Context: an optimization exercise on an open-source flow, tuned for small area, a short achievable clock period and few clock cycles. The choices shown serve that exercise and are no tape-out recipe. Power is estimated from default activity; no workload was simulated.

==> flow/design.v <==
module SME(clk,reset,chardata,isstring,ispattern,valid,match,match_index);
input clk;
input reset;
input [7:0] chardata;
input isstring;
input ispattern;
output match;
output [4:0] match_index;
output valid;
reg [7:0] str [0:31];
reg [31:0] d;
reg dn;                
reg [4:0] len_m1;      
reg [4:0] base;        
reg str_r, pat_r, anch;
reg valid_r, match_r;
reg [4:0] idx_r;
wire first = ~pat_r;
wire is_beg = (chardata == 8'h5E);
wire is_end = (chardata == 8'h24);
wire is_any = (chardata == 8'h2E);
wire [7:0] cc = {chardata[7:3], chardata[2] & ~is_end, chardata[1:0]};
integer i;
always @(posedge clk) begin
    if (isstring) begin
        str[0] <= chardata;
        for (i = 1; i < 32; i = i + 1)
            str[i] <= str[i-1];
    end
end
wire [31:0] eq, sp;
genvar g;
generate
    for (g = 0; g < 32; g = g + 1) begin : stage
        SME_eq8 u_eq (.a(str[g]), .b(cc), .eq(eq[g]));
        SME_sp u_sp (.a(str[g]), .sp(sp[g]));
    end
endgenerate
reg [31:0] mask, begok, x;
always @(*) begin
    for (i = 0; i < 32; i = i + 1)
        mask[i] = (i <= len_m1);
    for (i = 0; i < 32; i = i + 1) begin
        begok[i] = mask[i] & ((i == 31) ? 1'b1 : (~mask[i+1] | sp[i+1]));
        x[i] = first ? mask[i] : anch ? begok[i] : ((i == 31) ? 1'b0 : d[i+1]);
    end
end
always @(posedge clk) begin
    d <= x & (eq | {32{is_any}});
    dn <= is_end & d[0];
    anch <= first & is_beg;
    if (ispattern)
        base <= first ? (is_beg ? len_m1 + 5'd1 : len_m1) : base - 5'd1;
    if (isstring)
        len_m1 <= str_r ? len_m1 + 5'd1 : 5'd0;
end
always @(posedge clk or posedge reset) begin
    if (reset) begin
        str_r <= 1'b0;
        pat_r <= 1'b0;
        valid_r <= 1'b0;
    end else begin
        str_r <= isstring;
        pat_r <= ispattern;
        valid_r <= pat_r & ~ispattern;
    end
end
function [4:0] pe32;
    input [31:0] v;
    reg [15:0] a1; reg [15:0] i1;
    reg [7:0] a2; reg [15:0] i2;
    reg [3:0] a3; reg [11:0] i3;
    reg [1:0] a4; reg [7:0] i4;
    integer k;
    begin
        for (k = 0; k < 16; k = k + 1) begin
            a1[k] = v[2*k+1] | v[2*k];
            i1[k] = v[2*k+1] | ~v[2*k];
        end
        for (k = 0; k < 8; k = k + 1) begin
            a2[k] = a1[2*k+1] | a1[2*k];
            i2[2*k+:2] = (a1[2*k+1] | ~a1[2*k]) ? {1'b1, i1[2*k+1]} : {1'b0, i1[2*k]};
        end
        for (k = 0; k < 4; k = k + 1) begin
            a3[k] = a2[2*k+1] | a2[2*k];
            i3[3*k+:3] = (a2[2*k+1] | ~a2[2*k]) ? {1'b1, i2[4*k+2+:2]} : {1'b0, i2[4*k+:2]};
        end
        for (k = 0; k < 2; k = k + 1) begin
            a4[k] = a3[2*k+1] | a3[2*k];
            i4[4*k+:4] = (a3[2*k+1] | ~a3[2*k]) ? {1'b1, i3[6*k+3+:3]} : {1'b0, i3[6*k+:3]};
        end
        pe32 = (a4[1] | ~a4[0]) ? {1'b1, i4[7:4]} : {1'b0, i4[3:0]};
    end
endfunction
always @(posedge clk) begin
    match_r <= (|d) | dn;
    idx_r <= base - pe32(d);
end
assign valid = valid_r;
assign match = match_r;
assign match_index = idx_r;
endmodule
module SME_eq8(a, b, eq);
input [7:0] a;
input [7:0] b;
output eq;
assign eq = (a == b);
endmodule
module SME_sp(a, sp);
input [7:0] a;
output sp;
assign sp = (a == 8'h20);
endmodule
make LEC_CHECK=0 CAP_MARGIN=20 CORE_MARGIN=2 CORE_UTILIZATION=60 SETUP_SLACK_MARGIN=4.0 SLEW_MARGIN=20 SYNTH_HIERARCHICAL=1 finish   # period 6.5 ns
run.sh (not shown) runs the stock make flow with config.mk's settings and CLKGATE_MAP_FILE= SYNTH_SCRIPT=/design/flow/synth_recipe.tcl, a recipe that flattens the netlist after the stock synthesis.
Rerun with:
--- a/flow/design.v
+++ b/flow/design.v
@@ -8,18 +8,19 @@
 output [4:0] match_index;
 output valid;
 reg [7:0] str [0:31];
-reg [31:0] d;
+reg [32:0] d;          
 reg dn;                
 reg [4:0] len_m1;      
+reg [3:0] m;           
 reg [4:0] base;        
-reg str_r, pat_r, anch;
+reg str_r, pat_r;
 reg valid_r, match_r;
 reg [4:0] idx_r;
 wire first = ~pat_r;
 wire is_beg = (chardata == 8'h5E);
 wire is_end = (chardata == 8'h24);
 wire is_any = (chardata == 8'h2E);
-wire [7:0] cc = {chardata[7:3], chardata[2] & ~is_end, chardata[1:0]};
+wire [7:0] cc = (is_beg | is_end) ? 8'h20 : chardata;
 integer i;
 always @(posedge clk) begin
     if (isstring) begin
@@ -28,29 +29,35 @@
             str[i] <= str[i-1];
     end
 end
-wire [31:0] eq, sp;
+reg [31:0] mask, pos0;
+reg [32:0] d_next;
+wire [31:0] eq;
 genvar g;
 generate
-    for (g = 0; g < 32; g = g + 1) begin : stage
+    for (g = 0; g < 32; g = g + 1) begin : cmp
         SME_eq8 u_eq (.a(str[g]), .b(cc), .eq(eq[g]));
-        SME_sp u_sp (.a(str[g]), .sp(sp[g]));
     end
 endgenerate
-reg [31:0] mask, begok, x;
 always @(*) begin
+    for (i = 0; i < 32; i = i + 1) begin
+        mask[i] = (i <= len_m1);
+        pos0[i] = (i == 0) ? 1'b0 : (mask[i-1] & ~mask[i]);    
+    end
     for (i = 0; i < 32; i = i + 1)
-        mask[i] = (i <= len_m1);
-    for (i = 0; i < 32; i = i + 1) begin
-        begok[i] = mask[i] & ((i == 31) ? 1'b1 : (~mask[i+1] | sp[i+1]));
-        x[i] = first ? mask[i] : anch ? begok[i] : ((i == 31) ? 1'b0 : d[i+1]);
-    end
+        d_next[i] = ((first | d[i+1]) & (is_any | eq[i]) & mask[i]) | (first & is_beg & pos0[i]);
+    d_next[32] = first & is_beg & mask[31];
+end
+reg [3:0] m_next;
+always @(*) begin
+    m_next = m;
+    if (ispattern)
+        m_next = first ? {3'd0, ~is_beg} : m + 4'd1;
 end
 always @(posedge clk) begin
-    d <= x & (eq | {32{is_any}});
+    d <= d_next;
     dn <= is_end & d[0];
-    anch <= first & is_beg;
-    if (ispattern)
-        base <= first ? (is_beg ? len_m1 + 5'd1 : len_m1) : base - 5'd1;
+    m <= m_next;
+    base <= len_m1 + 5'd1 - {1'b0, m_next};
     if (isstring)
         len_m1 <= str_r ? len_m1 + 5'd1 : 5'd0;
 end
@@ -66,7 +73,7 @@
     end
 end
 function [4:0] pe32;
-    input [31:0] v;
+    input [31:0] x;
     reg [15:0] a1; reg [15:0] i1;
     reg [7:0] a2; reg [15:0] i2;
     reg [3:0] a3; reg [11:0] i3;
@@ -74,8 +81,8 @@
     integer k;
     begin
         for (k = 0; k < 16; k = k + 1) begin
-            a1[k] = v[2*k+1] | v[2*k];
-            i1[k] = v[2*k+1] | ~v[2*k];
+            a1[k] = x[2*k+1] | x[2*k];
+            i1[k] = x[2*k+1] | ~x[2*k];
         end
         for (k = 0; k < 8; k = k + 1) begin
             a2[k] = a1[2*k+1] | a1[2*k];
@@ -93,8 +100,8 @@
     end
 endfunction
 always @(posedge clk) begin
-    match_r <= (|d) | dn;
-    idx_r <= base - pe32(d);
+    match_r <= (|d[31:0]) | dn;
+    idx_r <= base - pe32(d[31:0]);
 end
 assign valid = valid_r;
 assign match = match_r;
@@ -106,8 +113,3 @@
 output eq;
 assign eq = (a == b);
 endmodule
-module SME_sp(a, sp);
-input [7:0] a;
-output sp;
-assign sp = (a == 8'h20);
-endmodule
Result: The new run finished clean. Die area goes down by about 3.6%. Worst setup slack degrades by 300 ps. Clock skew goes up by 4.8 ps. Routed wire length goes up by about 6.4%. Utilization goes up by 7.2 points. Total power goes up by about 8%. Final area goes up by 6.3%. Synthesized area goes down by 3.7%. Combinational power goes up by about 50%. Synthesized cell count goes down by 7.4%. Via count goes down by 2.6%. First-iteration DRC count goes up by about 17%.
No functional check of the RTL was part of any run of this note.

## afterwards: timing with drivers on the ports
The results above use ideal ports. As a check the final layouts listed here were re-extracted and re-timed, cells and wires unchanged.
Step 1 sets driving cells, clkbuf_16 on the clock port and buf_2 on the other inputs (assumed; they add their load-dependent delay and slew).
Step 2 times the ports against the registers' clock, not the clock port: input delays grow and output delays shrink by t, the midpoint of the rising clock arrivals with the driver on.
Three values: ideal, step 1, step 2; two values: the first two.
| run | shift t [ns] | setup WS [ns] | hold slack, ns | clock arrival spread, ns | worst slew at a driven data input, ns |
|---|---|---|---|---|---|
| the first run | 0.597 | 3.640 / 3.660 / 3.063 | 0.470 / 0.470 / 0.470 | 0.010 / 0.010 | 0.06 |
| the second run | 0.555 | 3.342 / 3.327 / 2.772 | 0.471 / 0.471 / 0.471 | 0.014 / 0.014 | 0.18 |
After both steps setup and hold are still met in every run listed. For the first run, which loses most, drivers alone change the setup slack by +0.020 ns; drivers and shift together by -0.577 ns.
